Context: an optimization exercise on an open-source flow, tuned for small area. The choices shown serve that exercise and are no tape-out recipe. In this exercise RTL edits were held to simulation tests only and were not proved equivalent to the original. Power figures rest on the tool's default switching activity, not on a simulated workload.

// parking_meter_core
module parking_meter_core(clk, rst, tick, scan, blink, parked, sw, seg, an);
Size in the first run: about 25 flip-flops, roughly 26 I/O pins, ~0.0025 mm^2 of cells after synthesis.
Settings: LEC_CHECK=0, ABC_AREA=1, CAP_MARGIN=20, CORE_MARGIN=2, CORE_UTILIZATION=60, SLEW_MARGIN=20; clock period 25.0 ns.
run.sh (not shown) runs the stock make flow with config.mk's settings and CLKGATE_MAP_FILE= SYNTH_SCRIPT=/design/flow/synth_recipe.tcl, a recipe that flattens the netlist after the stock synthesis.
The baseline completed with no timing, DRC or antenna violations.
Then changed:
==> flow/flow/run.sh (new file) <==
#!/bin/bash
# The standard layout with two changes to how it is made:
# 1. After the standard synthesis, flow/remap.tcl re-maps the combinational
#    logic of its netlist with an area-oriented ABC script (flow/abc.script).
#    Every register keeps its instance, name and cell type; only the gates
#    between registers and ports change.
# 2. The port buffers are the smallest buffer, sky130_fd_sc_hd__buf_1.
# Each tool's output goes to a log file of its own in this folder.
set -euo pipefail
RES="$PWD/orfs/results/sky130hd/parking_meter_core/base"
LIB="$FLOW_HOME/platforms/sky130hd/lib/sky130_fd_sc_hd__tt_025C_1v80.lib"

bash standard.sh synth > synth.log 2>&1
cp "$RES/1_2_yosys.v" standard_1_2_yosys.v

REMAP_LIB="$LIB" REMAP_IN=standard_1_2_yosys.v REMAP_OUT=remapped.v \
  REMAP_SCRIPT="$PWD/flow/abc.script" yosys -c flow/remap.tcl > remap.log 2>&1
cp remapped.v "$RES/1_2_yosys.v"
touch "$RES/1_2_yosys.v"
rm -f "$RES/1_synth.odb"

export BUFFER_PORTS_ARGS="-buffer_cell sky130_fd_sc_hd__buf_1"
bash standard.sh finish > standard.log 2>&1
==> flow/flow/abc.script (new file) <==
strash
dch
amap
topo
==> flow/flow/remap.tcl (new file) <==
# Re-maps the combinational logic of the standard synthesis netlist with an
# area-oriented ABC script. Registers (and every sequential cell) stay the same
# instances with the same names; only the logic between them is re-mapped.
yosys -import
set lib $::env(REMAP_LIB)
set net $::env(REMAP_IN)
read_liberty -overwrite -ignore_miss_func -setattr liberty_cell $lib
foreach pat {df* edf* sdf* sedf* dl* sdl*} {
  setattr -mod -set keep_hierarchy 1 sky130_fd_sc_hd__$pat
}
read_verilog -overwrite $net
hierarchy -top parking_meter_core
flatten
opt_clean -purge
opt -purge
abc -liberty $lib -dont_use *lpflow* -dont_use *probe* -script $::env(REMAP_SCRIPT)
opt_clean -purge
hilomap -singleton -hicell sky130_fd_sc_hd__conb_1 HI -locell sky130_fd_sc_hd__conb_1 LO
insbuf -buf sky130_fd_sc_hd__buf_4 A X
splitnets
opt_clean -purge
stat -liberty $lib
select parking_meter_core
write_verilog -noattr -nohex -nodec -selected $::env(REMAP_OUT)
==> flow/standard.sh (new file) <==
#!/bin/bash
# synth_recipe.tcl (not shown) runs the flow's synth.tcl, then flattens the netlist and writes it again
# the make line also repeats each setting of config.mk as NAME=value (left out here)
make -C /OpenROAD-flow-scripts/flow DESIGN_CONFIG=/design/flow/config.mk WORK_HOME=/design/flow/orfs CLKGATE_MAP_FILE= SYNTH_SCRIPT=/design/flow/synth_recipe.tcl "${@:-finish}"
Settings changed: CTS_BUF_LIST set to sky130_fd_sc_hd__clkbuf_8.
removed: flow/run.sh
- The new run finished clean
- worst setup slack is worse by 0.55 ns
- die area went down by 15%
- maximum frequency went down by 5.6%
- sequential share of layout area went up by 4.2 points
- combinational power went down by 23%
- via count went down by 4.4%
- utilization went down by 2.1 points
- clock-buffer cell count is unchanged
- sequential power is about the same

---

parking_meter_core, a different RTL version from the one above (not shown whole).
For scale: about 360 cells after synthesis, ~2100 um^2 of cells after synthesis.
==> flow/config.mk <==
export PLATFORM = sky130hd
export DESIGN_NAME = parking_meter_core
export DESIGN_NICKNAME = parking_meter_core
export VERILOG_FILES = /design/flow/design.v
export SDC_FILE = /design/flow/constraint.sdc
export NUM_CORES = 4
export LEC_CHECK = 0
export ABC_AREA = 1
export CAP_MARGIN = 20
export CORE_MARGIN = 2
export CORE_UTILIZATION = 60
export CTS_BUF_LIST = sky130_fd_sc_hd__clkbuf_8
export SLEW_MARGIN = 20
==> flow/constraint.sdc <==
create_clock -name core_clock -period 25.0 [get_ports {clk}]
set_input_delay 5.0000 -clock core_clock [delete_from_list [all_inputs] [get_ports {clk}]]
set_output_delay 5.0000 -clock core_clock [all_outputs]
set_load 0.01 [all_outputs]
standard.sh (not shown) runs the stock make flow with config.mk's settings and CLKGATE_MAP_FILE= SYNTH_SCRIPT=/design/flow/synth_recipe.tcl, a recipe that flattens the netlist after the stock synthesis.
==> flow/flow/run.sh <==
#!/bin/bash
# The standard layout with two changes to how it is made:
# 1. After the standard synthesis, flow/remap.tcl re-maps the combinational
#    logic of its netlist with an area-oriented ABC script (flow/abc.script: &deepsyn, then amap).
#    Every register keeps its instance, name and cell type; only the gates
#    between registers and ports change.
# 2. The port buffers are the smallest buffer, sky130_fd_sc_hd__buf_1.
# Each tool's output goes to a log file of its own in this folder.
set -euo pipefail
RES="$PWD/orfs/results/sky130hd/parking_meter_core/base"
LIB="$FLOW_HOME/platforms/sky130hd/lib/sky130_fd_sc_hd__tt_025C_1v80.lib"

bash standard.sh synth > synth.log 2>&1
cp "$RES/1_2_yosys.v" standard_1_2_yosys.v

REMAP_LIB="$LIB" REMAP_IN=standard_1_2_yosys.v REMAP_OUT=remapped.v \
  REMAP_SCRIPT="$PWD/flow/abc.script" yosys -c flow/remap.tcl > remap.log 2>&1
cp remapped.v "$RES/1_2_yosys.v"
touch "$RES/1_2_yosys.v"
rm -f "$RES/1_synth.odb"

export BUFFER_PORTS_ARGS="-buffer_cell sky130_fd_sc_hd__buf_1"
bash standard.sh finish > standard.log 2>&1
==> flow/flow/abc.script <==
strash
&get -n
&deepsyn -T 120
&put
dch
amap
topo
==> flow/flow/remap.tcl <==
# Re-maps the combinational logic of the standard synthesis netlist with an
# area-oriented ABC script. Registers (and every sequential cell) stay the same
# instances with the same names; only the logic between them is re-mapped.
yosys -import
set lib $::env(REMAP_LIB)
set net $::env(REMAP_IN)
read_liberty -overwrite -ignore_miss_func -setattr liberty_cell $lib
foreach pat {df* edf* sdf* sedf* dl* sdl*} {
  setattr -mod -set keep_hierarchy 1 sky130_fd_sc_hd__$pat
}
read_verilog -overwrite $net
hierarchy -top parking_meter_core
flatten
opt_clean -purge
opt -purge
abc -liberty $lib -dont_use *lpflow* -dont_use *probe* -script $::env(REMAP_SCRIPT)
opt_clean -purge
hilomap -singleton -hicell sky130_fd_sc_hd__conb_1 HI -locell sky130_fd_sc_hd__conb_1 LO
insbuf -buf sky130_fd_sc_hd__buf_4 A X
splitnets
opt_clean -purge
stat -liberty $lib
select parking_meter_core
write_verilog -noattr -nohex -nodec -selected $::env(REMAP_OUT)
Change:
==> flow/flow/abc.script (replaced) <==
strash
&get -n
&deepsyn -T 300
&put
dch
amap
topo
Result: The new run went through all stages and came out clean; first-iteration DRC count came out lower by 15%; worst setup slack got worse by 1.2 ns; cell count fell by 5.1%; critical path depth increases by 1.

==> what the ideal ports hide <==
The results above use ideal ports. As a check the final layouts listed here were re-extracted and re-timed, cells and wires unchanged. Step 1 (the two cells are an assumption about what drives the block):
set clk [get_ports {clk}]
set_driving_cell -lib_cell sky130_fd_sc_hd__clkbuf_16 $clk
set_driving_cell -lib_cell sky130_fd_sc_hd__buf_2 [delete_from_list [all_inputs] $clk]
Step 2 times the ports against the registers' clock, not the clock port: input delays grow and output delays shrink by t, the midpoint of the rising clock arrivals with the driver on. Three values: no drivers, after step 1, after step 2; two values: the first two.
| run | t (ns) | setup WS [ns] | worst setup path after step 2 | latest minus earliest clock arrival (ns) | cell pins on the clock port's net |
|---|---|---|---|---|---|
| the first run of note 1 | 0.292 | 15.582 / 15.584 / 15.292 | input to register | 0.007 / 0.006 | 1 |
| the second run of note 1 | 0.304 | 15.028 / 15.037 / 14.732 | input to register | 0.001 / 0.001 | 1 |
| the first run of note 2 | 0.282 | 14.728 / 14.728 / 14.446 | input to register | 0.003 / 0.002 | 1 |
| the second run of note 2 | 0.291 | 13.558 / 13.555 / 13.264 | input to register | 0.003 / 0.002 | 1 |
After both steps setup and hold are still met in every run listed. For the second run of note 1, which loses most, drivers alone change the setup slack by +0.009 ns; drivers and shift together by -0.296 ns.
